Context: an optimization exercise on an open-source flow, tuned for small area, a short achievable clock period and few clock cycles. The choices shown serve that exercise and are no tape-out recipe. Where RTL was checked, it was by simulation tests only, not by an equivalence proof against the original. For runs 4, 5 and 7, only the layout was checked, not whether the RTL still works. Power is estimated from default activity; no workload was simulated.

## design/flow/design.v

```verilog
module axi_stream_insert_header #(
	parameter DATA_WD 		= 32,
	parameter DATA_BYTE_WD 	= DATA_WD / 8,
	parameter BYTE_CNT_WD 	= $clog2(DATA_BYTE_WD)
) (
	input clk,
	input rst_n,
	input 							valid_in,
	input 	[DATA_WD-1 : 0] 		data_in,
	input 	[DATA_BYTE_WD-1 : 0] 	keep_in,
	input 							last_in,
	output 							ready_in,
	output 							valid_out,
	output reg	[DATA_WD-1 : 0] 	data_out,
	output reg	[DATA_BYTE_WD-1:0] 	keep_out,
	output reg						last_out,
	input 							ready_out,
	input 							valid_insert,
	input 	[DATA_WD-1 : 0] 		header_insert,
	input 	[DATA_BYTE_WD-1 : 0] 	keep_insert,
	input 	[BYTE_CNT_WD : 0] 		byte_insert_cnt,
	output 							ready_insert
);
	reg			e;			 
	reg			pend;		 
	reg			fl;			 
	reg	[1:0]	s_reg;
	reg	[31:0]	rem;
	wire		h4		= keep_insert[3];
	wire [1:0]	s_hdr	= {keep_insert[1] & ~keep_insert[3],
						   ~keep_insert[1] | (keep_insert[2] & ~keep_insert[3])};
	wire		ovf		= (s_reg == 2'd1) ? keep_in[0] : (s_reg == 2'd2) ? keep_in[1] : (s_reg == 2'd3) ? keep_in[2] : 1'b0;
	wire [1:0]	llen	= {keep_in[2] & ~keep_in[0], ~keep_in[2] | (keep_in[1] & ~keep_in[0])};
	wire [1:0]	r		= s_reg + llen;
	wire		strm	= ~e & ~pend & ~fl;
	wire		done	= fl | (strm & valid_in & last_in & ~ovf);	 
	assign valid_out	= ~e & (pend | fl | valid_in);
	assign ready_in		= ready_out & strm;
	assign ready_insert	= e | (ready_out & done);
	reg [31:0]	rot;
	always @(*) begin
		case (s_reg)
			2'd0: rot = data_in;
			2'd1: rot = {data_in[7:0], data_in[31:8]};
			2'd2: rot = {data_in[15:0], data_in[31:16]};
			default: rot = {data_in[23:0], data_in[31:24]};
		endcase
	end
	reg [31:0]	hrot;
	always @(*) begin
		case (s_hdr)
			2'd0: hrot = header_insert;
			2'd1: hrot = {header_insert[7:0], header_insert[31:8]};
			2'd2: hrot = {header_insert[15:0], header_insert[31:16]};
			default: hrot = {header_insert[23:0], header_insert[31:24]};
		endcase
	end
	wire [3:0]	therm	= {s_reg != 2'd0, s_reg[1], s_reg == 2'd3, 1'b0};
	wire [3:0]	mask	= pend ? 4'b1111 : therm;
	integer j;
	always @(*) begin
		for (j = 0; j < 4; j = j + 1)
			data_out[8*j +: 8] = mask[j] ? rem[8*j +: 8] : rot[8*j +: 8];
		if (fl) begin
			keep_out = therm;
			last_out = 1'b1;
		end else if (pend | ~last_in | ovf) begin
			keep_out = 4'b1111;
			last_out = 1'b0;
		end else begin
			keep_out = therm | (keep_in >> s_reg);
			last_out = 1'b1;
		end
	end
	wire		hs		= valid_out & ready_out;
	wire		take_h	= valid_insert & ready_insert;
	wire		take_d	= valid_in & ready_in;
	always @(posedge clk or negedge rst_n) begin
		if (!rst_n) begin
			e		<= 1'b1;
			pend	<= 1'b0;
			fl		<= 1'b0;
			s_reg	<= 2'd0;
		end else if (take_h) begin
			e		<= 1'b0;
			pend	<= h4;
			fl		<= 1'b0;
			s_reg	<= s_hdr;
		end else if (hs) begin
			if (done) begin
				e		<= 1'b1;
				fl		<= 1'b0;
			end else if (pend) begin
				pend	<= 1'b0;
			end else if (last_in & ovf) begin
				fl		<= 1'b1;
				s_reg	<= r;
			end
		end
	end
	always @(posedge clk) begin
		if (take_h)
			rem <= hrot;
		else if (take_d)
			rem[31:8] <= rot[31:8];
	end
endmodule
```

## design/flow/run.sh

```bash
#!/bin/bash
# synth_recipe.tcl (not shown) runs the flow's synth.tcl, then flattens the netlist and writes it again
# the make line also repeats each setting of config.mk as NAME=value (left out here)
make -C /OpenROAD-flow-scripts/flow DESIGN_CONFIG=/design/flow/config.mk WORK_HOME=/design/flow/orfs CLKGATE_MAP_FILE= SYNTH_SCRIPT=/design/flow/synth_recipe.tcl finish
```

## design/flow/config.mk

```make
export PLATFORM = sky130hd
export DESIGN_NAME = axi_stream_insert_header
export DESIGN_NICKNAME = axi_stream_insert_header
export VERILOG_FILES = /design/flow/design.v
export SDC_FILE = /design/flow/constraint.sdc
export NUM_CORES = 4
export LEC_CHECK = 0
export CAP_MARGIN = 20
export CORE_MARGIN = 2
export CORE_UTILIZATION = 30
export SLEW_MARGIN = 20
```

## design/flow/constraint.sdc

```tcl
create_clock -name core_clock -period 5.0 [get_ports {clk}]
set_input_delay 1.0000 -clock core_clock [delete_from_list [all_inputs] [get_ports {clk}]]
set_output_delay 1.0000 -clock core_clock [all_outputs]
set_load 0.01 [all_outputs]
```

==> summary.md, run 1 <==
| Metric | Value |
|---|---|
| Reg-to-reg slack, setup | `1.82 ns` |
| Mux share of post-synthesis cell area | `0.2577` |
| # diodes | `0` |
| Period utilization | `0.8200` |
| Post-synthesis compound-gate area fraction | `0.2512` |
| Worst Hold Path EP | `e` |
| CTS Buffer Depth | `2` |
| Core Area | `11,960 sq um` |
| Post-CTS resize count | `0` |
| Slew margin rel. | `0.3835` |
| Final HPWL DP | `around 9500 um` |
| CTS tree | `yes` |
| Reg2reg start | `s_reg[1]` |
| Yosys warns | `1` |
| Via count | `3,752` |
| Run status | `finished clean` |
| DIE HEIGHT | `around 110 um` |
| Mapped Cells | `442` |
| Post-synthesis xor/xnor area fraction | `0.002386` |
| RSZ-0062 raised after global routing | `no` |
| Seq/Total Area, Yosys | `0.2962` |
| Initial antenna violation count | `0` |
| Net count of the finished layout | `roughly 610` |
| Pwr Density | `a little under 500 nW/um^2` |
| Main combinational cell family by area after synthesis | `multiplexers` |
| Hold_buf cts | `0` |
| Slew Limit Fails | `0` |
| Max cap viols | `0` |
| Ports | `121` |
| Actual slew at the worst max-slew pin | `0.9220 ns` |
| Fmax | `about 240 MHz` |
| Clock Skews | `0.003760 ns` |
| Gr ovfl total | `0` |
| Port Buffers | `between 100 and 150` |
| CP Max Fanout | `5` |
| Avg WL per Cell | `about 19 um` |
| Tot GR Track Use | `0.1917` |
| P_leak | `0.001962 uW` |
| Inserted Clock Buffers | `5` |
| CP required | `4.00 ns` |
| Vias in the first global route | `3,501` |
| Htree depth | `2` |
| Hold Path Depth | `2` |
| Initial drt markers | `340` |
| Detail Route Antenna Nets | `0` |
| Worst Min Path Start | `e` |
| Synth Area in Simple Gates | `0.1271` |
| CP Class | `in2out` |
| Setup TNS | `0 ns` |
| Mapped cell area | `3671 sq um` |
| FF-to-FF path depth | `5` |
| Peak supply drop | `between 0.15 and 0.2 mV` |
| Vias per Instance | `between 5 and 6` |
| Largest net degree at the start of global routing | `59` |
| First-pass GRT wire length | `approximately 19,000 um` |
| Initial core utilization | `0.3069` |
| Drt drc | `0` |
| DIE WIDTH | `114.6 um` |
| FP Rows | `40` |
| CTS Sinks | `37` |
| CTS clock-pin slew for the worst setup and hold paths | `0.06 ns` |
| Worst Setup Start Kind | `input port` |
| Hold WC Path Type | `reg2reg` |
| Synth Area in Adders | `0.003408` |
| Layout cells sized above 1 | `0.1220` |
| Gpl congestion | `0.8836` |
| Crit end category | `output port` |
| Post-CTS Setup Inserts | `0` |
| Total Wirelength | `12,780 um` |
| Max reg flops | `32` |
| Layout overhead on the synthesized area | `36.98%` |
| Layout Utilization | `0.4204` |
| Distinct cells, synth | `42` |
| Critical R2R Capture | `s_reg[0]` |
| DRT Pass-1 Iters | `5` |
| Mean post-synth cell area | `roughly 8.3 sq um` |
| WP data arrival | `3.10 ns` |
| Flops & latches, synth | `37` |
| Die footprint | `13,140 sq um` |
| Root Driver | `clkbuf_16` |
| Min Tclk post-route | `4.100 ns` |
| Synth Net Count | `524` |
| Latest clock arrival within the worst-skew pair | `0.28 ns` |
| Final Hold Vio Count | `0` |
| Number of setup violations in the final report | `0` |
==> through the flow <==
stage / worst slack, ns / instance area (sq um) / total power [uW] / hold WS [ns] / std cells
final: 0.8999 / 5029 / 2495 / 0.5246 / 680
after global routing: 0.8145 / 5029 / 2650 / 0.5632 / 680
after CTS: 0.9152 / 5026 / 2505 / 0.5328 / 680
after detailed placement: 0.9219 / 4887 / 2194 / 0.5252 / 672
after global placement: 0.9804 / 4887 / 2175 / 0.5065 / 672
after floorplan: 2.025 / 3671 / 1497 / 0.4845 / 442
==> area by class of cell <==
| cell class | instances | area (sq um) |
|---|---|---|
| multi-input cells | 350 | 2356 |
| fillers | 1166 | 6933 |
| clock buffers | 6 | 128.9 |
| well taps | 147 | 183.9 |
| flip-flops and latches | 37 | 1091 |
| inverters | 17 | 65.06 |
| clock inverters | 2 | 10.01 |
| repair buffers | 121 | 1194 |
==> power breakdown <==
group | internal, uW | switching [uW]
registers | 465 | 114
logic | 817 | 794
clock network | 183 | 122
==> how the worst max path moves through the flow <==
stage,from,endpoint,slack (ns)
floorplan,keep_in[0],keep_out[1],2.02
global placement,keep_in[2],keep_out[1],0.98
detailed placement,keep_in[2],keep_out[1],0.92
CTS,keep_in[2],keep_out[1],0.92
global route,keep_in[2],keep_out[1],0.81
finish,keep_in[2],keep_out[1],0.90
==> synth_stat cells, drive strengths merged <==
library cell / n / share of area
nand2: 64 / 0.065
o22ai: 49 / 0.084
mux2: 44 / 0.14
o21ai: 44 / 0.060
mux2i: 42 / 0.11
nor2: 37 / 0.038
edfxtp: 32 / 0.26
clkbuf: 27 / 0.028
a21oi: 21 / 0.029
a21o: 17 / 0.035
inv: 14 / 0.014
buf: 11 / 0.017
a32o: 8 / 0.022
dfrtp: 4 / 0.027
clkinv: 3 / 0.0034
or2: 3 / 0.0051
nand3b: 2 / 0.0041
nor3: 2 / 0.0041
a211o: 1 / 0.0024
a21bo: 1 / 0.0027
a21boi: 1 / 0.0020
a221oi: 1 / 0.0024
a22oi: 1 / 0.0020
a31o: 1 / 0.0024
a31oi: 1 / 0.0017
and3b: 1 / 0.0024
dfstp: 1 / 0.0072
ha: 1 / 0.0034
nor2b: 1 / 0.0017
nor3b: 1 / 0.0020
o221ai: 1 / 0.0024
o31ai: 1 / 0.0020
o32ai: 1 / 0.0024
or3b: 1 / 0.0024
or4: 1 / 0.0020
xnor2: 1 / 0.0024
==> cell usage in the layout (no fill, tap or decap), types with 2 or more instances in the layout <==
cell / Yosys / routed
clkdlybuf4s50_1: 0 / 115
o21ai_0: 44 / 44
nand3b_1: 2 / 2
mux2_4: 8 / 8
clkinv_2: 1 / 3
inv_1: 14 / 14
nand2_1: 64 / 64
a21o_1: 17 / 17
o22ai_1: 49 / 49
clkinv_1: 2 / 2
buf_4: 0 / 5
mux2i_1: 42 / 42
mux2_2: 36 / 36
clkbuf_16: 0 / 5
or2_2: 2 / 2
edfxtp_1: 32 / 32
dfrtp_1: 4 / 3
a32o_1: 8 / 8
a21oi_1: 21 / 21
nor2_1: 37 / 37
==> critical path, cell delays in order <==
cell	delay, ns
clkdlybuf4s50_1	0.47
mux2_4	0.31
a21oi_1	0.39
a31o_2	0.28
o221ai_1	0.12
clkdlybuf4s50_1	0.52
==> cells by family (layout without fill, tap and decap cells) <==
family          after synthesis  count (layout)
simple gates                113             113
compound gates              149             149
flops                        37              37
fa+ha+maj                     1               1
xor+xnor                      1               1
mux                          86              86
buf+inv                      55             146
==> per-layer routing <==
metal / routed length [um] / vias to the layer above / GRT usage
met3: 735 / 11 / 0.02012
met5: 0 / - / 0
met4: 221 / 0 / 0.05528
met1: 5936 / 1771 / 0.2752
li1: - / 1816 / -
met2: 5883 / 154 / 0.3041
Testbench counts, summed over its fixed seeds: cycles 1,652.
==> run 2, diff against run 1 <==
==> design/flow/design.v (replaced) <==
module axi_stream_insert_header #(
	parameter DATA_WD 		= 32,
	parameter DATA_BYTE_WD 	= DATA_WD / 8,
	parameter BYTE_CNT_WD 	= $clog2(DATA_BYTE_WD)
) (
	input clk,
	input rst_n,
	input 							valid_in,
	input 	[DATA_WD-1 : 0] 		data_in,
	input 	[DATA_BYTE_WD-1 : 0] 	keep_in,
	input 							last_in,
	output 							ready_in,
	output 							valid_out,
	output reg	[DATA_WD-1 : 0] 	data_out,
	output reg	[DATA_BYTE_WD-1:0] 	keep_out,
	output reg						last_out,
	input 							ready_out,
	input 							valid_insert,
	input 	[DATA_WD-1 : 0] 		header_insert,
	input 	[DATA_BYTE_WD-1 : 0] 	keep_insert,
	input 	[BYTE_CNT_WD : 0] 		byte_insert_cnt,
	output 							ready_insert
);
	reg			e;			 
	reg			fl;			 
	reg	[2:0]	sh;			 
	reg	[2:1]	fk;			 
	reg	[31:0]	rem;
	wire		pend	= sh[2];
	wire [4:0]	sel		= {sh == 3'd4, sh == 3'd3, sh == 3'd2, sh == 3'd1, sh == 3'd0};
	wire		ovf		= sel[1] & keep_in[0] | sel[2] & keep_in[1] | sel[3] & keep_in[2];
	wire		strm	= ~e & ~fl & ~pend;
	wire		done	= fl | (strm & valid_in & last_in & ~ovf);	 
	assign valid_out	= ~e & (pend | fl | valid_in);
	assign ready_in		= ready_out & strm;
	assign ready_insert	= e | (ready_out & done);
	wire [63:0]	win		= {rem, data_in};
	wire [3:0]	therm	= {~sel[0], sh[1], sel[3], 1'b0};
	integer j, k;
	always @(*) begin
		data_out = 32'd0;
		for (j = 0; j < 4; j = j + 1)
			for (k = 0; k < 5; k = k + 1)
				data_out[8*j +: 8] = data_out[8*j +: 8] | ({8{sel[k]}} & win[8*(j+k) +: 8]);
		if (fl) begin
			keep_out = {1'b1, fk, 1'b0};
			last_out = 1'b1;
		end else if (pend | ~last_in | ovf) begin
			keep_out = 4'b1111;
			last_out = 1'b0;
		end else begin
			keep_out = therm | (keep_in >> sh[1:0]);
			last_out = 1'b1;
		end
	end
	wire		hs		= valid_out & ready_out;
	wire		take_h	= valid_insert & ready_insert;
	wire		take_d	= valid_in & ready_in;
	always @(posedge clk or negedge rst_n) begin
		if (!rst_n) begin
			e		<= 1'b1;
			fl		<= 1'b0;
			sh		<= 3'd0;
		end else if (take_h) begin
			e		<= 1'b0;
			fl		<= 1'b0;
			sh		<= {keep_insert[3], keep_insert[1] & ~keep_insert[3],
						~keep_insert[1] | (keep_insert[2] & ~keep_insert[3])};
		end else if (hs) begin
			if (done) begin
				e		<= 1'b1;
				fl		<= 1'b0;
			end else if (pend) begin
				sh		<= 3'd0;
			end else if (last_in & ovf) begin
				fl		<= 1'b1;
			end
		end
	end
	always @(posedge clk) begin
		if (take_d)
			fk <= {sel[2] & keep_in[0] | sel[3] & keep_in[1], sel[3] & keep_in[0]};
	end
	always @(posedge clk) begin
		if (take_h)
			rem <= header_insert;
		else if (take_d)
			rem[23:0] <= data_in[23:0];
	end
endmodule
==> design/flow/flow/run.sh (new file) <==
#!/bin/bash
# The standard layout, with the port buffers made of buf_1 cells
# (every input and output port still gets its own buffer).
set -euo pipefail
bash standard.sh "BUFFER_PORTS_ARGS=-buffer_cell sky130_fd_sc_hd__buf_1" finish > standard_flow.log 2>&1
==> design/flow/standard.sh (new file) <==
#!/bin/bash
# synth_recipe.tcl (not shown) runs the flow's synth.tcl, then flattens the netlist and writes it again
# the make line also repeats each setting of config.mk as NAME=value (left out here)
make -C /OpenROAD-flow-scripts/flow DESIGN_CONFIG=/design/flow/config.mk WORK_HOME=/design/flow/orfs CLKGATE_MAP_FILE= SYNTH_SCRIPT=/design/flow/synth_recipe.tcl "${@:-finish}"
--- a/design/flow/config.mk
+++ b/design/flow/config.mk
@@ -10,2 +10,3 @@
 export CORE_UTILIZATION = 30
+export SETUP_SLACK_MARGIN = 2.5
 export SLEW_MARGIN = 20
removed: design/flow/run.sh
==> run 2 against run 1 <==
Global-route usage decreased by 2.6 points. Clock power is 26% lower. Wire length decreased by 30%. Clock-buffer cell count increased by 1. Synthesized cell count shrank 27%. Non-clock buffer count increased by 25. Register-to-register slack improved by 0.81 ns. First-iteration DRC count shrank 69%. Cell area down 18%. Maximum frequency rose by 45%. Combinational power fell by 6%. Clock skew is 0.0076 ns higher.
==> summary.md, run 2 <==
| Metric | Value |
|---|---|
| DIE HEIGHT | `103.0 um (-10%)` |
| Via count | `2,908 (-22%)` |
| Latest clock arrival within the worst-skew pair | `0.29 ns (about the same)` |
| Synth top area share | `0.3469 (+0.08518)` |
| # diodes | `0 (unchanged)` |
| Mapped Cells | `321 (-27%)` |
| Cell taking the most area after synthesis | `edfxtp_1` |
| Initial drt markers | `106 (-69%)` |
| Fmax | `352.6 MHz (+45%)` |
| Reg2reg start | `sh[0]` |
| Min Tclk post-route | `2.836 ns (-1.264 ns)` |
| CTS Sinks | `39 (+5.4%)` |
| Net count of the finished layout | `530 (-14%)` |
| CTS clock-pin slew for the worst setup and hold paths | `0.07 ns (about the same)` |
| Reg-to-reg slack, setup | `2.63 ns (+0.81 ns)` |
| Worst setup path end | `keep_out[1]` |
| Vias per Instance | `4.988 (-9.6%)` |
| Layout Utilization | `0.4289 (+0.008471)` |
| Worst Setup Start Kind | `input port` |
| Distinct cells, synth | `35 (-17%)` |
| CP startpoint | `keep_in[3]` |
| Ranking of synthesized cells by area | `edfxtp_1 (35%), mux2_2 (13%), mux2i_1 (12%), o21ai_0 (8.5%), nand2_1 (7.5%)` |
| DIE WIDTH | `103.0 um (-10%)` |
| Final Hold Vio Count | `0 (unchanged)` |
| First-pass GRT wire length | `13,520 um (-30%)` |
| Post-synth top cells | `nand2_1 (59), o21ai_0 (50), mux2i_1 (36)` |
| Die footprint | `10,620 sq um (-19%)` |
| Crit-path cells | `buf_1 > o211ai_1 > nand4_1 > mux2_4 > buf_6` |
| Actual slew at the worst max-slew pin | `0.5581 ns (-0.3639 ns)` |
| Run status | `finished clean` |
| Max cap viols | `0 (unchanged)` |
| Setup TNS | `0 ns (unchanged)` |
| Fill cell count | `996 (-15%)` |
| Htree depth | `2 (unchanged)` |
| Largest net degree at the start of global routing | `42 (-29%)` |
| Vias in the first global route | `2,755 (-21%)` |
| Crit end category | `output port` |
| Mean post-synth cell area | `9.168 sq um (+10%)` |
| Drt drc | `0 (unchanged)` |
| FP Rows | `36 (-10%)` |
| Slew Limit Fails | `0 (unchanged)` |
| Yosys warns | `1 (unchanged)` |
| Hold WC Path Type | `in2async` |
| CP required | `4.00 ns (about the same)` |
| Period utilization | `0.5672 (-0.2528)` |
| CTS Buffer Depth | `2 (unchanged)` |
| Max reg flops | `32 (unchanged)` |
| Slowest cell on crit path | `mux2_4` |
| Tot GR Track Use | `0.1656 (-0.02612)` |
| Gpl congestion | `0.7920 (-10%)` |
| CP Max Fanout | `3 (-2)` |
| WP data arrival | `1.84 ns (-1.26 ns)` |
| Seq/Total Area, Yosys | `0.3899 (+0.09370)` |
| Top reg by flops | `rem` |
| Final Non-Filler Cells | `583 (-14%)` |
| Clock Skews | `0.01139 ns (+0.007632 ns)` |
| P_leak | `0.001567 uW (-20%)` |
| Layout cells sized above 1 | `0.3089 (+0.1869)` |
| Total Wirelength | `8973 um (-30%)` |
| FF-to-FF path depth | `8 (+3)` |
| Synth Net Count | `402 (-23%)` |
| Most frequent cell after synthesis | `nand2_1` |
| Layout overhead on the synthesized area | `40.48%` |
| Final HPWL DP | `5843 um (-39%)` |
| Number of setup violations in the final report | `0 (unchanged)` |
| Gr ovfl total | `0 (unchanged)` |
| Slew margin rel. | `0.6245 (+0.2410)` |
| Commonest non-fill, non-tap cell in the layout | `buf_1` |
| Cell count after placement | `551 (-18%)` |
| Pwr Density | `541.3 nW/um^2 (+9.1%)` |
| Ports | `121 (unchanged)` |
| Avg WL per Cell | `15.39 um (-18%)` |
| Root Driver | `clkbuf_8` |
| Port Buffers | `116 (unchanged)` |
| CTS tree | `yes` |
| Post-synth top flop | `edfxtp_1` |
| Peak supply drop | `0.2036 mV (+26%)` |
| Inserted Clock Buffers | `5 (unchanged)` |
| Initial antenna violation count | `0 (unchanged)` |
| RSZ-0062 raised after global routing | `yes` |
| Flops & latches, synth | `39 (+5.4%)` |
| Crit-path max cell delay | `0.29 ns (-0.23 ns)` |
| Mapped cell area | `2943 sq um (-20%)` |
| Asr flop ratio synth | `0.1282 (-0.006930)` |
| DRT Pass-1 Iters | `4 (-1)` |
| Core Area | `9639 sq um (-19%)` |
| Initial core utilization | `0.3053 (-0.001608)` |
| Commonest non-fill, non-tap cells in the layout | `buf_1 (72), nand2_1 (58), o21ai_1 (40)` |
| CP Class | `in2out` |
| Detail Route Antenna Nets | `0 (unchanged)` |
| Post-synth EDFFs | `34 (+6.3%)` |
| Critical R2R Capture | `rem[20]` |
[run 2: changes by cell type after synthesis, moves of 10 or more]
cell,previous run,this run
a21o_1,17,1
clkbuf_1,27,12
inv_1,14,4
nor2_1,37,21
o22ai_1,49,0
[run 2: worst max-delay path, delay by kind of cell]
kind            cells  cell delay (ns)
mux                 1             0.29
compound gates      1             0.20
buf+inv             2             0.23
simple gates        1             0.11
[run 2: cell type report]
cell class                 count  area [sq um]  share of cell area
sequential                    39          1155              0.2794
clock buffer                   7         86.33             0.02088
clock inverter                 1         5.005            0.001211
timing repair buffer         146         907.1              0.2194
inverter                       5         31.28            0.007567
multi-input combinational    252          1783              0.4313
tap                          133         166.4             0.04025
[run 2: per-layer routing]
| layer | global-route usage | part of all wire |
|---|---|---|
| met3 | 0.02780 | 0.053 |
| met5 | 0 | 0 |
| met2 | 0.2662 | 0.47 |
| met4 | 0.04352 | 0.011 |
| met1 | 0.2308 | 0.46 |
[run 2: stage by stage]
step / power (uW) / instance area [sq um] / hold slack (ns) / setup WS [ns]
4_1_cts: 2182 / 4023 / 0.5551 / 2.168
5_1_grt: 2410 / 4134 / 0.5682 / 2.112
2_1_floorplan: 1296 / 2963 / 0.5808 / 2.396
3_5_place_dp: 1618 / 3497 / 0.6980 / 1.723
3_3_place_gp: 1602 / 3497 / 0.6816 / 1.748
6_report: 2238 / 4134 / 0.5603 / 2.164
[run 2: worst min-delay path by stage]
stage	start	endpoint	slack [ns]
2_1_floorplan	fl	fk[1]	0.58
3_3_place_gp	e	fl	0.68
3_5_place_dp	e	fl	0.70
4_1_cts	rst_n	sh[0]	0.56
5_1_grt	rst_n	sh[0]	0.57
6_report	rst_n	sh[0]	0.56
[run 2: cell families after synthesis]
group           after synthesis  synth area share
mux                          78            0.2832
compound gates               77            0.1420
buf+inv                      30           0.04719
flops                        39            0.3899
simple gates                 97            0.1378
[run 2: report_power, final]
group,total (uW),leakage [uW],switching [uW],internal [uW]
registers,504,0.000379,68.1,436
logic,1510,0.00114,769,737
clock network,227,0.0000482,115,112
total,2240,0.00157,953,1280
[run 2: what timing repair did]
item,CTS,global route
hold buffers,0,0
setup endpoints to repair,93,64
buffers inserted,18,4
pin swaps,7,8
cloned,2,0
resized for setup,89,21
Testbench counts of run 2, summed over its fixed seeds: cycles 1,652.
==> run 3, diff against run 2 <==
--- a/design/flow/config.mk
+++ b/design/flow/config.mk
@@ -10,3 +10,2 @@
 export CORE_UTILIZATION = 30
-export SETUP_SLACK_MARGIN = 2.5
 export SLEW_MARGIN = 20
==> run 3 against run 2 <==
Sequential power increased by 14%. Hold slack got worse by 0.022 ns. Clock skew decreased by 0.0079 ns. Global-route usage decreased by 1.2 points. Cell area decreased by 14%. Maximum frequency decreased by 23%. Worst setup slack got worse by 0.84 ns. Total power decreased by 20%. Sequential share of layout area increased by 4.2 points. Register-to-register slack got worse by 0.74 ns. Sequential cell count unchanged. Wire length decreased by 8.7%. Critical path type is now reg2out. Largest cell class unchanged.
==> summary.md, run 3 <==
| Metric | Value |
|---|---|
| Run status | `finished clean` |
| Crit-path cells | `buf_4 > mux2_2 > o21ai_0 > o21ai_0 > buf_1` |
| Hold WC Path Type | `in2async` |
| First-pass GRT wire length | `12,450 um (-7.9%)` |
| Mapped cell area | `2943 sq um (unchanged)` |
| Synth Area in Adders | `0 (unchanged)` |
| Mux share of post-synthesis cell area | `0.2832 (unchanged)` |
| Latest clock arrival within the worst-skew pair | `0.30 ns (about the same)` |
| Worst setup path end | `data_out[27]` |
| WP data arrival | `2.68 ns (+0.84 ns)` |
| Distinct cells, synth | `35 (unchanged)` |
| Post-synthesis xor/xnor area fraction | `0 (unchanged)` |
| Reg2reg start | `sh[0]` |
| Fmax | `272.0 MHz (-23%)` |
| CTS clock-pin slew for the worst setup and hold paths | `0.08 ns (about the same)` |
| Min Tclk post-route | `3.677 ns (+0.8405 ns)` |
| Crit path buf inv count | `2 (unchanged)` |
| Flops & latches, synth | `39 (unchanged)` |
| # diodes | `0 (unchanged)` |
| Vias in the first global route | `2,426 (-12%)` |
| Core Area | `9639 sq um (unchanged)` |
| Net count of the finished layout | `508 (-4.2%)` |
| Ports | `121 (unchanged)` |
| Number of setup violations in the final report | `0 (unchanged)` |
| CP startpoint | `sh[0]` |
| Mean post-synth cell area | `9.168 sq um (unchanged)` |
| Ranking of synthesized cells by area | `edfxtp_1 (35%), mux2_2 (13%), mux2i_1 (12%), o21ai_0 (8.5%), nand2_1 (7.5%)` |
| DIE HEIGHT | `103.0 um (unchanged)` |
| CTS Buffer Depth | `2 (unchanged)` |
| Setup TNS | `0 ns (unchanged)` |
| P_leak | `0.001224 uW (-22%)` |
| Main combinational cell family by area after synthesis | `multiplexers` |
| Yosys warns | `1 (unchanged)` |
| Period utilization | `0.7353 (+0.1681)` |
| Synth Net Count | `402 (unchanged)` |
| Max cap viols | `0 (unchanged)` |
| Initial antenna violation count | `0 (unchanged)` |
| Inserted Clock Buffers | `5 (unchanged)` |
| CTS Sinks | `39 (unchanged)` |
| Post-synth top flop | `edfxtp_1` |
| Post-synth EDFFs | `34 (unchanged)` |
| Mapped Cells | `321 (unchanged)` |
| Die footprint | `10,620 sq um (unchanged)` |
| Top reg by flops | `rem` |
| Max reg flops | `32 (unchanged)` |
| Post-synth top cells | `nand2_1 (59), o21ai_0 (50), mux2i_1 (36)` |
| DIE WIDTH | `103.0 um (unchanged)` |
| Gpl congestion | `0.7574 (-4.4%)` |
| FP Rows | `36 (unchanged)` |
| Pwr Density | `498.7 nW/um^2 (-7.9%)` |
| Vias per Instance | `4.898 (-1.8%)` |
| Initial drt markers | `52 (-51%)` |
| Cell mode on critical path | `o21ai_0` |
| CTS tree | `yes` |
| Critical path's top delay family | `flip-flops` |
| Via count | `2,748 (-5.5%)` |
| Drt drc | `0 (unchanged)` |
| Slew Limit Fails | `0 (unchanged)` |
| Worst Setup Start Kind | `flip-flop` |
| Actual slew at the worst max-slew pin | `1.038 ns (+0.4797 ns)` |
| Reg-to-reg slack, setup | `1.89 ns (-0.74 ns)` |
| Final Hold Vio Count | `0 (unchanged)` |
| Slew margin rel. | `0.3081 (-0.3164)` |
| Htree depth | `2 (unchanged)` |
| CP Class | `reg2out` |
| Cell taking the most area after synthesis | `edfxtp_1` |
| Gr ovfl total | `0 (unchanged)` |
| Total Wirelength | `8193 um (-8.7%)` |
| Crit-path max cell delay | `1.04 ns (+0.75 ns)` |
| WP depth | `5 (unchanged)` |
| Critical R2R Capture | `rem[4]` |
| Crit end category | `output port` |
| Asr flop ratio synth | `0.1282 (unchanged)` |
| Post-CTS Setup Inserts | `0 (-18)` |
| Largest net degree at the start of global routing | `43 (+2.4%)` |
| Post-CTS resize count | `0 (-100%)` |
| Avg WL per Cell | `14.60 um (-5.1%)` |
| Port Buffers | `116 (unchanged)` |
| Layout overhead on the synthesized area | `21.43%` |
| RSZ-0062 raised after global routing | `no` |
| Layout cells sized above 1 | `0.1332 (-0.1757)` |
| Tot GR Track Use | `0.1531 (-0.01250)` |
| Synth top area share | `0.3469 (unchanged)` |
| DRT Pass-1 Iters | `4 (unchanged)` |
| FF-to-FF path depth | `5 (-3)` |
| Detail Route Antenna Nets | `0 (unchanged)` |
| Initial core utilization | `0.3053 (unchanged)` |
| Most frequent cell after synthesis | `nand2_1` |
| Peak supply drop | `0.1868 mV (-8.2%)` |
| Clock Skews | `0.003457 ns (-0.007935 ns)` |
| Seq/Total Area, Yosys | `0.3899 (unchanged)` |
| CP required | `4.00 ns (about the same)` |
| Post-synthesis compound-gate area fraction | `0.1420 (unchanged)` |
| Commonest non-fill, non-tap cell in the layout | `buf_1` |
| Synth Area in Simple Gates | `0.1378 (unchanged)` |
| Commonest non-fill, non-tap cells in the layout | `buf_1 (116), nand2_1 (59), o21ai_0 (50)` |
| Hold Slack | `0.5385 ns (-0.02179 ns)` |
| Root Driver | `clkbuf_8` |
| Slowest cell on crit path | `dfrtp_2` |
| Final HPWL DP | `5882 um (+0.66%)` |
| Fill cell count | `1,067 (+7.1%)` |
| Hold_buf cts | `0 (unchanged)` |
| CP Max Fanout | `38 (+35)` |
[run 3: cell types whose count changed in the layout (fill, tap and decap cells not counted), sizes merged]
cell / delta
buf: -19
bufbuf: -1
clkbuf: -2
[run 3: cells by family after synthesis]
logic type      count (synthesis)
flops                          39
compound gates                 77
buf+inv                        30
simple gates                   97
mux                            78
[run 3: where the power goes]
group / internal [uW] / leakage (uW) / total [uW] / switching [uW]
sequential: 430 / 0.000379 / 576 / 147
clock: 98.3 / 0.0000422 / 222 / 124
combinational: 420 / 0.000803 / 984 / 564
total: 948 / 0.00122 / 1780 / 834
[run 3: cell type report]
class / count / area [sq um] / share of cell area
clock buffer: 7 / 76.32 / 0.02136
clock inverter: 1 / 5.005 / 0.001401
timing repair buffer: 124 / 495.5 / 0.1387
sequential: 39 / 1150 / 0.3218
inverter: 5 / 18.77 / 0.005252
tap: 133 / 166.4 / 0.04657
multi-input combinational: 252 / 1662 / 0.4650
[run 3: routing by layer]
layer / up-vias / track usage / wire (um)
li1: 1368 / - / -
met1: 1281 / 0.2071 / 3875
met2: 90 / 0.2478 / 3832
met3: 9 / 0.02983 / 392
met4: 0 / 0.04656 / 93
met5: - / 0 / 0
[run 3: worst register-to-register path, delay by kind of cell, from the launching register on]
kind	cells	cell delay (ns)
AO/OA/AOI/OAI	2	0.45
buffers and inverters	1	0.34
flip-flops	1	1.04
multiplexers	1	0.40
AND/OR/NAND/NOR	1	0.57
[run 3: per-stage QoR]
step	cells	power [uW]	setup WS [ns]	area [sq um]	util
floorplan	321	1249	2.253	2943	-
global placement	553	1565	1.663	3492	0.3623
detailed placement	553	1581	1.651	3492	0.3623
CTS	561	1807	1.300	3573	0.3707
global route	561	1941	1.117	3573	0.3707
finish	561	1782	1.323	3573	0.3707
[run 3: how the worst min path moves through the flow]
| stage | start | to | cells past startpoint |
|---|---|---|---|
| after floorplan | fl | fk[1] | 1 |
| after global placement | e | fl | 2 |
| after detailed placement | e | fl | 2 |
| final | rst_n | sh[2] | 1 |
| after global routing | rst_n | sh[2] | 1 |
| after CTS | rst_n | sh[2] | 1 |
==> run 4, diff against run 3 <==
--- a/design/flow/design.v
+++ b/design/flow/design.v
@@ -51,3 +51,3 @@
 		end else begin
-			keep_out = therm | (keep_in >> sh[1:0]);
+			keep_out = therm | ({1'b1, keep_in[2:0]} >> sh[1:0]);	 
 			last_out = 1'b1;
--- a/design/flow/config.mk
+++ b/design/flow/config.mk
@@ -10,2 +10,4 @@
 export CORE_UTILIZATION = 30
+export SETUP_SLACK_MARGIN = 2.5
 export SLEW_MARGIN = 20
+export TNS_END_PERCENT = 0
==> run 4 against run 3 <==
Still clean on timing, DRC and antenna. Sequential share of layout area is 1.2 points lower. Clock-buffer cell count is 2 lower. Global-route usage grew 0.87 points. Area after synthesis rose by 1.6%. Synthesized cell count shrank 0.93%. Largest cell class unchanged. Largest power group unchanged. Highest routed layer unchanged.
==> summary.md, run 4 <==
| Metric | Value |
|---|---|
| Reg-to-reg slack, setup | `2.43 ns (+0.54 ns)` |
| Critical R2R Capture | `rem[13]` |
| WP data arrival | `1.99 ns (-0.69 ns)` |
| Port Buffers | `114 (-1.7%)` |
| Latest clock arrival within the worst-skew pair | `0.30 ns (about the same)` |
| Min Tclk post-route | `2.989 ns (-0.6877 ns)` |
| Ranking of synthesized cells by area | `edfxtp_1 (34%), mux2i_1 (12%), mux2_2 (9.4%), o21ai_0 (8.2%), nand2_1 (6.8%)` |
| Cell taking the most area after synthesis | `edfxtp_1` |
| Initial core utilization | `0.3074 (+0.002060)` |
| Yosys warns | `1 (unchanged)` |
| Final Hold Vio Count | `0 (unchanged)` |
| Top reg by flops | `rem` |
| Reg2reg start | `sh[0]` |
| CTS tree | `yes` |
| Gpl congestion | `0.8150 (+7.6%)` |
| Flops & latches, synth | `39 (unchanged)` |
| Initial drt markers | `103 (+98%)` |
| Max reg flops | `32 (unchanged)` |
| CP Max Fanout | `3 (-92%)` |
| Hold WC Path Type | `in2async` |
| RSZ-0062 raised after global routing | `yes` |
| Root Driver | `clkbuf_8` |
| Mux share of post-synthesis cell area | `0.2828 (-0.0003181)` |
| Hold_buf cts | `0 (unchanged)` |
| Max cap viols | `0 (unchanged)` |
| Most frequent cell after synthesis | `nand2_1` |
| Via count | `2,720 (-1.0%)` |
| Post-synth top cells | `nand2_1 (54), o21ai_0 (49), mux2i_1 (35)` |
| Post-synth EDFFs | `34 (unchanged)` |
| Die footprint | `10,780 sq um (+1.6%)` |
| Core Area | `9729 sq um (+0.93%)` |
| Commonest non-fill, non-tap cell in the layout | `buf_1` |
| Layout cells sized above 1 | `0.1729 (+0.03972)` |
| Placement Setup Slack | `1.369 ns (-0.2814 ns)` |
| Post-synthesis xor/xnor area fraction | `0 (unchanged)` |
| Mean post-synth cell area | `9.404 sq um (+2.6%)` |
| Drt drc | `0 (unchanged)` |
| CTS Buffer Depth | `2 (unchanged)` |
| Detail Route Antenna Nets | `0 (unchanged)` |
| Worst Setup Start Kind | `input port` |
| Setup TNS | `0 ns (unchanged)` |
| Initial antenna violation count | `0 (unchanged)` |
| FP Rows | `36 (unchanged)` |
| Asr flop ratio synth | `0.1282 (unchanged)` |
| Number of setup violations in the final report | `0 (unchanged)` |
| Avg WL per Cell | `15.50 um (+6.1%)` |
| Synth Area in Simple Gates | `0.1351 (-0.002609)` |
| CTS clock-pin slew for the worst setup and hold paths | `0.09 ns (about the same)` |
| # diodes | `0 (unchanged)` |
| Layout Utilization | `0.3835 (+0.01277)` |
| Synth top area share | `0.3414 (-0.005516)` |
| Mapped Cells | `318 (-0.93%)` |
| DIE WIDTH | `103.8 um (+0.78%)` |
| Crit end category | `output port` |
| Synth Net Count | `399 (-0.75%)` |
| Final HPWL DP | `6032 um (+2.6%)` |
| First-pass GRT wire length | `14,020 um (+13%)` |
| Pwr Density | `500.0 nW/um^2 (+0.25%)` |
| Period utilization | `0.5978 (-0.1375)` |
| Largest net degree at the start of global routing | `67 (+56%)` |
| Seq/Total Area, Yosys | `0.3837 (-0.006199)` |
| Main combinational cell family by area after synthesis | `multiplexers` |
| Clock Skews | `0.009744 ns (+0.006288 ns)` |
| Peak supply drop | `0.1691 mV (-9.5%)` |
| Fill cell count | `1,024 (-4.0%)` |
| Fmax | `334.6 MHz (+23%)` |
| Worst Setup Slack, final | `2.011 ns (+0.6877 ns)` |
| Net count of the finished layout | `508 (unchanged)` |
| Post-synthesis compound-gate area fraction | `0.1502 (+0.008202)` |
| Commonest non-fill, non-tap cells in the layout | `buf_1 (109), nand2_1 (54), o21ai_0 (43)` |
| P_leak | `0.001330 uW (+8.7%)` |
| Post-synth top flop | `edfxtp_1` |
| Ports | `121 (unchanged)` |
| FF-to-FF path depth | `7 (+2)` |
| DIE HEIGHT | `103.8 um (+0.78%)` |
| Slew Limit Fails | `0 (unchanged)` |
| Mapped cell area | `2990 sq um (+1.6%)` |
| Htree depth | `2 (unchanged)` |
| Synth Area in Adders | `0 (unchanged)` |
| Tot GR Track Use | `0.1618 (+0.008708)` |
| Inserted Clock Buffers | `5 (unchanged)` |
| Run status | `finished clean` |
| Vias per Instance | `4.848 (-1.0%)` |
| DRT Pass-1 Iters | `4 (unchanged)` |
| CP required | `4.00 ns (about the same)` |
| CTS Sinks | `39 (unchanged)` |
| Distinct cells, synth | `36 (+2.9%)` |
| CP Class | `in2out` |
| Layout overhead on the synthesized area | `24.77%` |
| Total Wirelength | `8694 um (+6.1%)` |
| Vias in the first global route | `2,757 (+14%)` |
| Gr ovfl total | `0 (unchanged)` |
## run 4: area by class of cell
cell class | instances | area [sq um] | share of cell area
flip-flops and latches | 39 | 1156 | 0.3099
clock buffers | 5 | 68.82 | 0.01844
clock inverters | 3 | 15.01 | 0.004024
repair buffers | 128 | 585.6 | 0.1569
well taps | 133 | 166.4 | 0.04460
inverters | 4 | 20.02 | 0.005366
multi-input cells | 249 | 1719 | 0.4608
## run 4: power breakdown
part	switching, uW	internal [uW]
Combinational	677	475
Clock	122	95.8
Sequential	60.8	435
## run 4: cell families after synthesis
kind of cell / count (synthesis)
other cells: 1
compound gates: 77
flops: 39
mux: 76
buf+inv: 30
simple gates: 95
## run 4: critical path: stages
cell and delay [ns]:
buf_6 0.09, mux2_4 0.28, a2111oi_4 0.34, or2_4 0.18, buf_6 0.09
## run 4: stage by stage
step / area (sq um) / std cells / total power, uW / hold WS [ns]
after global routing: 3731 / 561 / 2019 / 0.5486
after floorplan: 2993 / 318 / 1253 / 0.6554
final: 3731 / 561 / 1865 / 0.5458
after detailed placement: 3495 / 543 / 1577 / 0.6938
after CTS: 3679 / 557 / 1866 / 0.5448
after global placement: 3495 / 543 / 1560 / 0.6779
## run 4: worst max path at each step
stage                     startpoint       end  slack [ns]  cells after the start
final                     keep_in[1]  last_out        2.01                      5
after global placement    keep_in[1]   rem[14]        1.41                      6
after CTS                 keep_in[1]  last_out        1.86                      5
after floorplan           keep_in[1]  last_out        2.15                      3
after global routing      keep_in[1]  last_out        1.96                      5
after detailed placement  keep_in[1]   rem[13]        1.37                      6
## run 4: layer usage
metal	wire length [um]	global-route usage	up-vias	part of all wire
met3	394	0.02958	9	0.045
met1	3935	0.2091	1284	0.45
met2	4250	0.2763	80	0.49
met5	0	0	-	0
met4	114	0.04537	0	0.013
li1	-	-	1347	-
## run 4: repair_timing
item / in CTS / in global routing
gates resized for setup: 18 / 12
pin swaps: 2 / 4
endpoints found under the setup margin: 98 / 98
setup buffers: 6 / 4
cloned: 0 / 0
==> run 5, diff against run 4 <==
--- a/design/flow/config.mk
+++ b/design/flow/config.mk
@@ -9,3 +9,3 @@
 export CORE_MARGIN = 2
-export CORE_UTILIZATION = 30
+export CORE_UTILIZATION = 55
 export SETUP_SLACK_MARGIN = 2.5
==> run 5 against run 4 <==
Area after synthesis is the same. Still clean on timing, DRC and antenna. Sequential cell count did not move. Cell area down 2.5%. Sequential power grew 2%. Cell count shrank 11%. Critical endpoint unchanged. Critical path depth unchanged. Synthesized cell count is the same. First-iteration DRC count is 88% higher. Highest routed layer unchanged.
==> summary.md, run 5 <==
| Metric | Value |
|---|---|
| Slowest cell on crit path | `a2111oi_4` |
| CTS Buffer Depth | `2 (unchanged)` |
| RSZ-0062 raised after global routing | `yes` |
| Final HPWL DP | `5063 um (-16%)` |
| Clock Power Share | `0.115 (-0.002)` |
| Vias in the first global route | `2,526 (-8.4%)` |
| Gr ovfl total | `0 (unchanged)` |
| Switch Pwr | `832.2 uW (-3.2%)` |
| Top reg by flops | `rem` |
| Period utilization | `0.6048 (+0.007000)` |
| DIE HEIGHT | `77.74 um (-25%)` |
| Cell count after placement | `479 (-12%)` |
| CP Class | `in2out` |
| Crit end category | `output port` |
| Post-synth EDFFs | `34 (unchanged)` |
| Max reg flops | `32 (unchanged)` |
| Run status | `finished clean` |
| Clock Skews | `0.006034 ns (-0.003710 ns)` |
| Avg WL per Cell | `15.42 um (-0.51%)` |
| Crit path buf inv count | `2 (unchanged)` |
| Critical path's top delay family | `simple AND/OR/NAND/NOR gates` |
| Largest net degree at the start of global routing | `52 (-22%)` |
| CTS Sinks | `39 (unchanged)` |
| Yosys warns | `1 (unchanged)` |
| Hold_buf cts | `0 (unchanged)` |
| Post-synth top cells | `nand2_1 (54), o21ai_0 (49), mux2i_1 (35)` |
| Comb pwr share | `0.609 (-0.008)` |
| CTS clock-pin slew for the worst setup and hold paths | `0.07 ns (-0.02 ns)` |
| Switching power share of the total | `0.4534 (-0.007704)` |
| Number of setup violations in the final report | `0 (unchanged)` |
| Port Buffers | `114 (unchanged)` |
| Commonest non-fill, non-tap cells in the layout | `buf_1 (110), nand2_1 (54), o21ai_0 (49)` |
| CP required | `4.00 ns (about the same)` |
| Post-synth top flop | `edfxtp_1` |
| WP data arrival | `2.02 ns (+0.03 ns)` |
| WP depth | `5 (unchanged)` |
| Ports | `121 (unchanged)` |
| Core Area | `5172 sq um (-47%)` |
| CTS tree | `yes` |
| Layout overhead on the synthesized area | `21.63%` |
| Ranking of synthesized cells by area | `edfxtp_1 (34%), mux2i_1 (12%), mux2_2 (9.4%), o21ai_0 (8.2%), nand2_1 (6.8%)` |
| Distinct cells, synth | `36 (unchanged)` |
| Inserted Clock Buffers | `5 (unchanged)` |
| Initial core utilization | `0.5781 (+0.2708)` |
| Reg-to-reg slack, setup | `2.53 ns (+0.10 ns)` |
| Hold WC Path Type | `in2async` |
| Pwr Density | `504.7 nW/um^2 (+0.95%)` |
| Mapped cell area | `2990 sq um (unchanged)` |
| Reg power frac | `0.276 (+0.010)` |
| CP Max Fanout | `4 (+1)` |
| Mean post-synth cell area | `9.404 sq um (unchanged)` |
| Total Wirelength | `7663 um (-12%)` |
| Vias per Instance | `5.551 (+14%)` |
| Fill cell count | `443 (-57%)` |
| Net count of the finished layout | `507 (-0.20%)` |
| Htree depth | `2 (unchanged)` |
| Initial drt markers | `194 (+88%)` |
| Initial antenna violation count | `0 (unchanged)` |
| Root Driver | `clkbuf_8` |
| Asr flop ratio synth | `0.1282 (unchanged)` |
| Crit-path cells | `buf_1 > and3b_4 > a2111oi_4 > or2_4 > buf_6` |
| P_leak | `0.001316 uW (-1.0%)` |
| FP Rows | `26 (-28%)` |
| Mapped Cells | `318 (unchanged)` |
| Peak supply drop | `0.2721 mV (+61%)` |
| Most frequent cell after synthesis | `nand2_1` |
| Fmax | `330.7 MHz (-1.2%)` |
| Final Hold Vio Count | `0 (unchanged)` |
| Latest clock arrival within the worst-skew pair | `0.29 ns (about the same)` |
| Setup TNS | `0 ns (unchanged)` |
| Detail Route Antenna Nets | `0 (unchanged)` |
| DIE WIDTH | `77.74 um (-25%)` |
| Min Tclk post-route | `3.024 ns (+0.03500 ns)` |
| Max cap viols | `0 (unchanged)` |
| Layout cells sized above 1 | `0.1569 (-0.01599)` |
| Die footprint | `6043 sq um (-44%)` |
| Power Internal | `1003 uW (-0.18%)` |
| Synth top area share | `0.3414 (unchanged)` |
| Crit-path max cell delay | `0.38 ns (+0.04 ns)` |
| Commonest non-fill, non-tap cell in the layout | `buf_1` |
| Slew Limit Fails | `0 (unchanged)` |
| Tot GR Track Use | `0.2548 (+0.09299)` |
| Gpl congestion | `0.8068 (-1.0%)` |
| Via count | `2,759 (+1.4%)` |
| Seq/Total Area, Yosys | `0.3837 (unchanged)` |
| Cell taking the most area after synthesis | `edfxtp_1` |
| Synth Net Count | `399 (unchanged)` |
| Worst Setup Start Kind | `input port` |
| FF-to-FF path depth | `7 (unchanged)` |
| # diodes | `0 (unchanged)` |
| First-pass GRT wire length | `12,190 um (-13%)` |
| DRT Pass-1 Iters | `4 (unchanged)` |
| Drt drc | `0 (unchanged)` |
| Final Non-Filler Cells | `497 (-11%)` |
| Flops & latches, synth | `39 (unchanged)` |
-- run 5: changes by cell type in the layout (fill, tap and decap cells not counted), moves of 2 or more --
| cell | before | now |
|---|---|---|
| o21ai_1 | 5 | 0 |
| clkinv_1 | 0 | 2 |
| clkinv_2 | 3 | 0 |
| o21ai_0 | 43 | 49 |
-- run 5: final timing paths --
check,to,from
worst max-delay path,last_out,keep_in[0]
worst min-delay path,sh[2],rst_n
worst max register to register,rem[23],sh[0]
worst min register to register,fl,e
max in group asynchronous,e,rst_n
min in group core_clock,fl,e
-- run 5: power groups by stage --
| stage | combinational, uW | sequential (uW) | clock [uW] |
|---|---|---|---|
| floorplan | 793 | 460 | 0 |
| global placement | 967 | 550 | 0 |
| detailed placement | 976 | 555 | 0 |
| CTS | 1110 | 501 | 215 |
| global route | 1230 | 516 | 226 |
| finish | 1120 | 507 | 211 |
-- run 5: stage by stage --
| stage | hold WS, ns | power (uW) | area (sq um) | setup WS [ns] | util |
|---|---|---|---|---|---|
| 4_1_cts | 0.5563 | 1823 | 3622 | 1.944 | 0.7003 |
| 3_3_place_gp | 0.6992 | 1517 | 3408 | 1.474 | 0.6589 |
| 5_1_grt | 0.5544 | 1975 | 3637 | 1.927 | 0.7032 |
| 3_5_place_dp | 0.6881 | 1532 | 3410 | 1.451 | 0.6592 |
| 2_1_floorplan | 0.6554 | 1253 | 2993 | 2.151 | - |
| 6_report | 0.5542 | 1836 | 3637 | 1.976 | 0.7032 |
-- run 5: cell families after synthesis --
logic type,share of synthesized area
and+or+nand+nor,0.1351
AOI/OAI and AO/OA,0.1502
muxes,0.2828
DFF,0.3837
buffers and inverters,0.04686
other,0.001254
-- run 5: repair_timing --
action,CTS,global route
setup endpoints to repair,98,88
endpoints found under the hold margin,0,0
pin swaps,3,2
buffers inserted,9,1
gates resized for setup,14,3
-- run 5: per-layer routing --
layer | track usage | vias up | share of wire
met4 | 0.07321 | 0 | 0.0064
met1 | 0.3725 | 1255 | 0.46
met3 | 0.04651 | 4 | 0.091
met5 | 0 | - | 0
li1 | - | 1357 | -
met2 | 0.3853 | 143 | 0.44
-- run 5: final cells by class --
cell class | instances | area [sq um] | share of cell area
multi-input combinational | 249 | 1715 | 0.4716
sequential | 39 | 1155 | 0.3175
timing repair buffer | 127 | 576.8 | 0.1586
tap | 70 | 87.58 | 0.02408
clock buffer | 6 | 72.57 | 0.01995
inverter | 4 | 22.52 | 0.006192
clock inverter | 2 | 7.507 | 0.002064
==> run 6, diff against run 5 <==
--- a/design/flow/design.v
+++ b/design/flow/design.v
@@ -51,3 +51,3 @@
 		end else begin
-			keep_out = therm | ({1'b1, keep_in[2:0]} >> sh[1:0]);	 
+			keep_out = therm | (keep_in >> sh[1:0]);
 			last_out = 1'b1;
==> design/flow/run.sh (new file) <==
#!/bin/bash
# synth_recipe.tcl (not shown) runs the flow's synth.tcl, then flattens the netlist and writes it again
# the make line also repeats each setting of config.mk as NAME=value (left out here)
make -C /OpenROAD-flow-scripts/flow DESIGN_CONFIG=/design/flow/config.mk WORK_HOME=/design/flow/orfs CLKGATE_MAP_FILE= SYNTH_SCRIPT=/design/flow/synth_recipe.tcl finish
--- a/design/flow/config.mk
+++ b/design/flow/config.mk
@@ -9,5 +9,3 @@
 export CORE_MARGIN = 2
-export CORE_UTILIZATION = 55
-export SETUP_SLACK_MARGIN = 2.5
+export CORE_UTILIZATION = 30
 export SLEW_MARGIN = 20
-export TNS_END_PERCENT = 0
removed: design/flow/flow/run.sh
removed: design/flow/standard.sh
==> run 6 against run 5 <==
Combinational power up 16%. Via count decreased by 4.4%. Sequential power up 11%. First-iteration DRC count decreased by 59%. Largest cell class unchanged.
==> summary.md, run 6 <==
| Metric | Value |
|---|---|
| Final Non-Filler Cells | `560 (+13%)` |
| Final HPWL DP | `6067 um (+20%)` |
| Via count | `2,638 (-4.4%)` |
| Area occupied by multi-input gates | `1662 sq um (-3.1%)` |
| Yosys warns | `1 (unchanged)` |
| CTS tree | `yes` |
| Detail Route Antenna Nets | `0 (unchanged)` |
| Largest net degree at the start of global routing | `45 (-13%)` |
| Tot GR Track Use | `0.1527 (-0.1021)` |
| Peak supply drop | `0.1883 mV (-31%)` |
| Net count of the finished layout | `507 (unchanged)` |
| Max cap viols | `0 (unchanged)` |
| Worst Hold Path EP | `fl` |
| Mean post-synth cell area | `9.168 sq um (-2.5%)` |
| Worst Min Path Start | `e` |
| Slew Limit Fails | `0 (unchanged)` |
| DIE HEIGHT | `103.0 um (+33%)` |
| Initial drt markers | `80 (-59%)` |
| FP Rows | `36 (+38%)` |
| Reg-to-reg slack, setup | `1.83 ns (-0.70 ns)` |
| First-pass GRT wire length | `12,590 um (+3.3%)` |
| Ports | `121 (unchanged)` |
| P_leak | `0.001537 uW (+17%)` |
| Die footprint | `10,620 sq um (+76%)` |
| Layout cells sized above 1 | `0.1358 (-0.02108)` |
| Post-CTS Setup Inserts | `0 (-9)` |
| Mapped Cells | `321 (+0.94%)` |
| Post-CTS resize count | `0 (-14)` |
| Gr ovfl total | `0 (unchanged)` |
| Hold Slack | `0.7117 ns (+0.1575 ns)` |
| Avg WL per Cell | `14.86 um (-3.6%)` |
| Ranking of synthesized cells by area | `edfxtp_1 (35%), mux2_2 (13%), mux2i_1 (12%), o21ai_0 (8.5%), nand2_1 (7.5%)` |
| Placement Setup Slack | `1.270 ns (-0.1816 ns)` |
| CTS clock-pin slew for the worst setup and hold paths | `0.08 ns (about the same)` |
| Port Buffers | `116 (+1.8%)` |
| Asr flop ratio synth | `0.1282 (unchanged)` |
| Cell count after placement | `552 (+15%)` |
| Layout overhead on the synthesized area | `46.51%` |
| Fill cell count | `973 (+120%)` |
| Core Area | `9639 sq um (+86%)` |
| Latest clock arrival within the worst-skew pair | `0.30 ns (about the same)` |
| CTS Sinks | `39 (unchanged)` |
| WP data arrival | `2.89 ns (+0.87 ns)` |
| CP Max Fanout | `32 (+28)` |
| Post-synth top flop | `edfxtp_1` |
| Initial antenna violation count | `0 (unchanged)` |
| Commonest non-fill, non-tap cells in the layout | `clkdlybuf4s50_1 (116), nand2_1 (59), o21ai_0 (50)` |
| Top reg by flops | `rem` |
| Final Hold Vio Count | `0 (unchanged)` |
| Root Driver | `clkbuf_8` |
| Post-synth top cells | `nand2_1 (59), o21ai_0 (50), mux2i_1 (36)` |
| Worst Setup Slack, final | `1.112 ns (-0.8642 ns)` |
| Max reg flops | `32 (unchanged)` |
| Inserted Clock Buffers | `5 (unchanged)` |
| Reg2reg start | `sh[0]` |
| Register area | `1150 sq um (-0.43%)` |
| Clock Skews | `0.01142 ns (+0.005387 ns)` |
| Distinct cells, synth | `35 (-2.8%)` |
| RSZ-0062 raised after global routing | `no` |
| Actual slew at the worst max-slew pin | `0.7406 ns` |
| Run status | `finished clean` |
| Setup TNS | `0 ns (unchanged)` |
| Total Wirelength | `8322 um (+8.6%)` |
| Slew margin rel. | `0.5063` |
| CP Class | `reg2out` |
| Crit end category | `output port` |
| Seq/Total Area, Yosys | `0.3899 (+0.006199)` |
| Min Tclk post-route | `3.888 ns (+0.8642 ns)` |
| Initial core utilization | `0.3053 (-0.2728)` |
| Period utilization | `0.7776 (+0.1728)` |
| Commonest non-fill, non-tap cell in the layout | `clkdlybuf4s50_1` |
| DRT Pass-1 Iters | `4 (unchanged)` |
| Hold_buf cts | `0 (unchanged)` |
| Vias in the first global route | `2,553 (+1.1%)` |
| Synth top area share | `0.3469 (+0.005516)` |
| CP required | `4.00 ns (about the same)` |
| Most frequent cell after synthesis | `nand2_1` |
| Overall Power | `2076 uW (+13%)` |
| Vias per Instance | `4.711 (-15%)` |
| Hold Path Depth | `2` |
| Flops & latches, synth | `39 (unchanged)` |
| Critical R2R Capture | `rem[23]` |
| Worst Setup Start Kind | `flip-flop` |
| # diodes | `0 (unchanged)` |
| Mapped cell area | `2943 sq um (-1.6%)` |
| Post-synth EDFFs | `34 (unchanged)` |
| Pwr Density | `481.5 nW/um^2 (-4.6%)` |
| Number of setup violations in the final report | `0 (unchanged)` |
| Htree depth | `2 (unchanged)` |
| Drt drc | `0 (unchanged)` |
| CTS Buffer Depth | `2 (unchanged)` |
| Hold WC Path Type | `reg2reg` |
| FF-to-FF path depth | `7 (unchanged)` |
| Cell taking the most area after synthesis | `edfxtp_1` |
| Gpl congestion | `0.7558 (-6.3%)` |
| DIE WIDTH | `103.0 um (+33%)` |
| Fmax | `257.2 MHz (-22%)` |
| Synth Net Count | `402 (+0.75%)` |
run 6: cell types whose count changed after synthesis, sizes merged, moves of 2 or more:
| cell | before | now |
|---|---|---|
| a21oi | 20 | 17 |
| and2 | 2 | 0 |
| o21ai | 49 | 51 |
| nor4 | 0 | 3 |
| nor2 | 23 | 21 |
| nor3 | 3 | 1 |
| nand4 | 0 | 2 |
| nand2 | 54 | 59 |
run 6: through the flow:
step | util | cell area (sq um)
6_report | 0.4473 | 4312
5_1_grt | 0.4473 | 4312
4_1_cts | 0.4473 | 4312
3_5_place_dp | 0.4381 | 4223
3_3_place_gp | 0.4381 | 4223
2_1_floorplan | - | 2943
run 6: worst max-delay path by stage:
| stage | from | end |
|---|---|---|
| global placement | last_in | ready_insert |
| global route | sh[0] | data_out[24] |
| floorplan | keep_in[2] | rem[0] |
| CTS | sh[0] | data_out[24] |
| detailed placement | data_in[24] | data_out[24] |
| finish | sh[0] | data_out[24] |
run 6: power breakdown:
part / internal, uW / switching [uW]
logic: 710 / 585
clock network: 97.2 / 120
registers: 430 / 132
total: 1240 / 838
run 6: worst max-delay path: stages, from the launching register on:
cell and delay [ns]:
dfrtp_2 0.85, buf_12 0.30, mux2_2 0.37, o21ai_0 0.40
o21ai_0 0.15, clkdlybuf4s50_1 0.50
run 6: cell families after synthesis:
| family | after synthesis | share of synthesized area |
|---|---|---|
| mux | 78 | 0.2832 |
| buf+inv | 30 | 0.04719 |
| simple gates | 97 | 0.1378 |
| flops | 39 | 0.3899 |
| compound gates | 77 | 0.1420 |
run 6: metal layers:
layer | vias to the layer above | share of wire | track usage
li1 | 1361 | - | -
met1 | 1197 | 0.48 | 0.2151
met2 | 75 | 0.46 | 0.2468
met3 | 5 | 0.050 | 0.02508
met4 | 0 | 0.0090 | 0.03340
met5 | - | 0 | 0
run 6: final cells by class:
class | instances | share of cell area
Clock buffer | 5 | 0.01596
Timing Repair Buffer | 123 | 0.2844
Multi-Input combinational cell | 252 | 0.3854
Tap cell | 133 | 0.03860
Sequential cell | 39 | 0.2667
Clock inverter | 3 | 0.004643
Inverter | 5 | 0.004353
Testbench counts of run 6, summed over its fixed seeds: cycles 1,652.
==> run 7, diff against run 6 <==
==> design/flow/design.v (replaced) <==
module axi_stream_insert_header #(
	parameter DATA_WD 		= 32,
	parameter DATA_BYTE_WD 	= DATA_WD / 8,
	parameter BYTE_CNT_WD 	= $clog2(DATA_BYTE_WD)
) (
	input clk,
	input rst_n,
	input 							valid_in,
	input 	[DATA_WD-1 : 0] 		data_in,
	input 	[DATA_BYTE_WD-1 : 0] 	keep_in,
	input 							last_in,
	output 							ready_in,
	output 							valid_out,
	output reg	[DATA_WD-1 : 0] 	data_out,
	output reg	[DATA_BYTE_WD-1:0] 	keep_out,
	output reg						last_out,
	input 							ready_out,
	input 							valid_insert,
	input 	[DATA_WD-1 : 0] 		header_insert,
	input 	[DATA_BYTE_WD-1 : 0] 	keep_insert,
	input 	[BYTE_CNT_WD : 0] 		byte_insert_cnt,
	output 							ready_insert
);
	reg			e;			 
	reg			fl;			 
	reg			pend;		 
	reg	[3:0]	m;			 
	reg	[2:1]	fk;			 
	reg	[31:0]	rem;
	wire		strm	= ~e & ~fl & ~pend;
	wire		fit		= m[0] | m[1] & ~keep_in[0] | m[2] & ~keep_in[1] | m[3] & ~keep_in[2];
	wire		ovf		= m[1] & keep_in[0] | m[2] & keep_in[1] | m[3] & keep_in[2];
	assign valid_out	= pend | fl | ~e & valid_in;
	assign ready_in		= ready_out & strm;
	assign ready_insert	= e | ready_out & (fl | valid_in & last_in & fit);
	wire [63:0]	win		= {rem, data_in};
	wire [4:0]	sel		= {pend, m};
	integer j, k;
	always @(*) begin
		data_out = 32'd0;
		for (j = 0; j < 4; j = j + 1)
			for (k = 0; k < 5; k = k + 1)
				data_out[8*j +: 8] = data_out[8*j +: 8] | ({8{sel[k]}} & win[8*(j+k) +: 8]);
		keep_out[3] = 1'b1;
		keep_out[2] = fl ? fk[2] : ~(last_in & m[0] & ~keep_in[2]);
		keep_out[1] = fl ? fk[1] : ~(last_in & (m[0] & ~keep_in[1] | m[1] & ~keep_in[2]));
		keep_out[0] = ~fl & ~(last_in & (m[0] & ~keep_in[0] | m[1] & ~keep_in[1] | m[2] & ~keep_in[2]));
		last_out	= fl | last_in & fit;
	end
	wire		take_h	= valid_insert & ready_insert;
	wire		take_d	= valid_in & ready_in;
	wire		hs		= valid_out & ready_out;
	always @(posedge clk or negedge rst_n) begin
		if (!rst_n) begin
			e		<= 1'b1;
			fl		<= 1'b0;
			pend	<= 1'b0;
			m		<= 4'd0;
		end else if (take_h) begin
			e		<= 1'b0;
			fl		<= 1'b0;
			pend	<= keep_insert[3];
			m		<= {keep_insert[2] & ~keep_insert[3], keep_insert[1] & ~keep_insert[2],
						~keep_insert[1], 1'b0};
		end else if (hs) begin
			if (fl | strm & last_in & fit) begin
				e		<= 1'b1;
				fl		<= 1'b0;
			end else if (pend) begin
				pend	<= 1'b0;
				m		<= 4'b0001;
			end else if (last_in) begin
				fl		<= 1'b1;
			end
		end
	end
	always @(posedge clk) begin
		if (take_d)
			fk <= {m[2] & keep_in[0] | m[3] & keep_in[1], m[3] & keep_in[0]};
	end
	wire		hsel	= e | fl | last_in & fit;
	always @(posedge clk) begin
		if (take_h | take_d)
			rem[23:0] <= hsel ? header_insert[23:0] : data_in[23:0];
		if (take_h)
			rem[31:24] <= header_insert[31:24];
	end
endmodule
==> design/flow/flow/run.sh (new file) <==
#!/bin/bash
# The standard layout, with the port buffers made of buf_1 cells
# (every input and output port still gets its own buffer).
set -euo pipefail
bash standard.sh "BUFFER_PORTS_ARGS=-buffer_cell sky130_fd_sc_hd__buf_1" finish > standard_flow.log 2>&1
==> design/flow/standard.sh (new file) <==
#!/bin/bash
# synth_recipe.tcl (not shown) runs the flow's synth.tcl, then flattens the netlist and writes it again
# the make line also repeats each setting of config.mk as NAME=value (left out here)
make -C /OpenROAD-flow-scripts/flow DESIGN_CONFIG=/design/flow/config.mk WORK_HOME=/design/flow/orfs CLKGATE_MAP_FILE= SYNTH_SCRIPT=/design/flow/synth_recipe.tcl "${@:-finish}"
--- a/design/flow/config.mk
+++ b/design/flow/config.mk
@@ -10,2 +10,4 @@
 export CORE_UTILIZATION = 30
+export SETUP_SLACK_MARGIN = 2.5
 export SLEW_MARGIN = 20
+export TNS_END_PERCENT = 0
removed: design/flow/run.sh
==> run 7 against run 6 <==
Still clean on timing, DRC and antenna. Register-to-register slack better by 0.24 ns. Core utilization is 4.4 points lower. Global-route usage increased by 0.37 points. Cell area is 18% lower. Area after synthesis shrank 7.2%. Critical path depth up 1. Worst setup slack better by 0.81 ns.
==> summary.md, run 7 <==
| Metric | Value |
|---|---|
| CP Class | `in2out` |
| Critical path's top delay family | `simple AND/OR/NAND/NOR gates` |
| Final Hold Vio Count | `0 (unchanged)` |
| Core Area | `8763 sq um (-9.1%)` |
| Crit path buf inv count | `2 (unchanged)` |
| Peak supply drop | `0.2213 mV (+18%)` |
| DIE WIDTH | `99.40 um (-3.5%)` |
| Mapped Cells | `242 (-25%)` |
| Post-synth EDFFs | `34 (unchanged)` |
| CTS Sinks | `41 (+5.1%)` |
| Met1 usage in global routing | `0.1938 (-0.02129)` |
| Net count of the finished layout | `442 (-13%)` |
| Pwr Density | `554.7 nW/um^2 (+15%)` |
| Top reg by flops | `rem` |
| Seq/Total Area, Yosys | `0.4386 (+0.04871)` |
| Layout cells sized above 1 | `0.1989 (+0.06306)` |
| Crit-path cells | `buf_8 > and2b_2 > nor4_4 > nor2_1 > or2_4 > buf_6` |
| Latest clock arrival within the worst-skew pair | `0.29 ns (about the same)` |
| Synth Area in Adders | `0 (unchanged)` |
| Max cap viols | `0 (unchanged)` |
| DRT Pass-1 Iters | `9 (+5)` |
| Post-synth top cells | `nand2_1 (38), edfxtp_1 (34), a222oi_1 (32), a22oi_1 (32), mux2_4 (20)` |
| Actual slew at the worst max-slew pin | `0.6480 ns (-0.09259 ns)` |
| GR Util met3 | `0.02319 (-0.001894)` |
| Reg2reg start | `m[1]` |
| Hold_buf cts | `0 (unchanged)` |
| Area post-placement | `3229 sq um (-24%)` |
| Min Tclk post-route | `3.073 ns (-0.8147 ns)` |
| Mux share of post-synthesis cell area | `0.1416 (-0.1416)` |
| Commonest non-fill, non-tap cell in the layout | `buf_1` |
| Inserted Clock Buffers | `5 (unchanged)` |
| Synth Net Count | `323 (-20%)` |
| First-pass GRT wire length | `12,360 um (-1.8%)` |
| Asr flop ratio synth | `0.1707 (+0.04253)` |
| Port Buffers | `114 (-1.7%)` |
| Crit end category | `output port` |
| Gr ovfl total | `0 (unchanged)` |
| FF-to-FF path depth | `15 (+8)` |
| Ports | `121 (unchanged)` |
| Yosys warns | `1 (unchanged)` |
| Flops & latches, synth | `41 (+5.1%)` |
| Cell taking the most area after synthesis | `edfxtp_1` |
| P_leak | `0.001322 uW (-14%)` |
| Worst Setup Slack, final | `1.927 ns (+0.8147 ns)` |
| Synth top area share | `0.3740 (+0.02703)` |
| Vias per Instance | `5.568 (+18%)` |
| Run status | `finished clean` |
| Critical R2R Capture | `fl` |
| Final HPWL DP | `5498 um (-9.4%)` |
run 7: per-layer routing:
metal	wire length (um)	part of all wire
met5	0	0
met2	4017	0.50
met1	3358	0.42
met3	528	0.066
met4	89	0.011
run 7: final cells by class:
type	count	area, sq um
Fill cell	899	5230
Sequential cell	41	1202
Multi-Input combinational cell	172	1418
Inverter	5	18.77
Tap cell	108	135.1
Clock inverter	1	7.507
Clock buffer	7	107.6
Timing Repair Buffer	136	644.4
run 7: power breakdown:
group / leakage, uW / switching, uW / internal, uW
Sequential: 0.000404 / 111 / 483
Clock: 0.0000556 / 122 / 142
Combinational: 0.000863 / 592 / 511
Total: 0.00132 / 824 / 1140
run 7: cells by family (layout without fill, tap and decap cells):
kind of cell,after synthesis,after routing
AOI/OAI and AO/OA,82,82
DFF,41,41
and+or+nand+nor,61,61
muxes,28,28
buffers and inverters,29,149
other,1,1
run 7: worst max-delay path by stage:
stage | start | end | slack, ns | cells past startpoint
floorplan | keep_in[0] | last_out | 2.22 | 4
global placement | keep_in[0] | last_out | 1.81 | 6
detailed placement | keep_in[0] | last_out | 1.76 | 6
CTS | keep_in[1] | last_out | 1.94 | 6
global route | keep_in[0] | last_out | 1.91 | 6
finish | keep_in[0] | last_out | 1.93 | 6
run 7: what timing repair did:
item / CTS / global route
setup endpoints to repair: 86 / 78
setup buffers: 15 / 1
gates resized for setup: 11 / 3
pin swaps: 3 / 3
run 7: metrics by stage:
stage | total power (uW) | hold slack (ns) | instances | utilization
finish | 1960 | 0.5938 | 470 | 0.4032
global route | 2096 | 0.6058 | 470 | 0.4032
CTS | 1938 | 0.6030 | 468 | 0.3979
detailed placement | 1606 | 0.7496 | 445 | 0.3685
global placement | 1597 | 0.7330 | 445 | 0.3685
floorplan | 1299 | 0.6301 | 242 | -

Check on run 7: ideal ports give 1.927 ns setup slack; a clkbuf_16 on the clock port and buf_2 on the inputs give 1.869 ns; moving port delays by the midpoint clock arrival (0.319 ns) as well gives 1.665 ns.
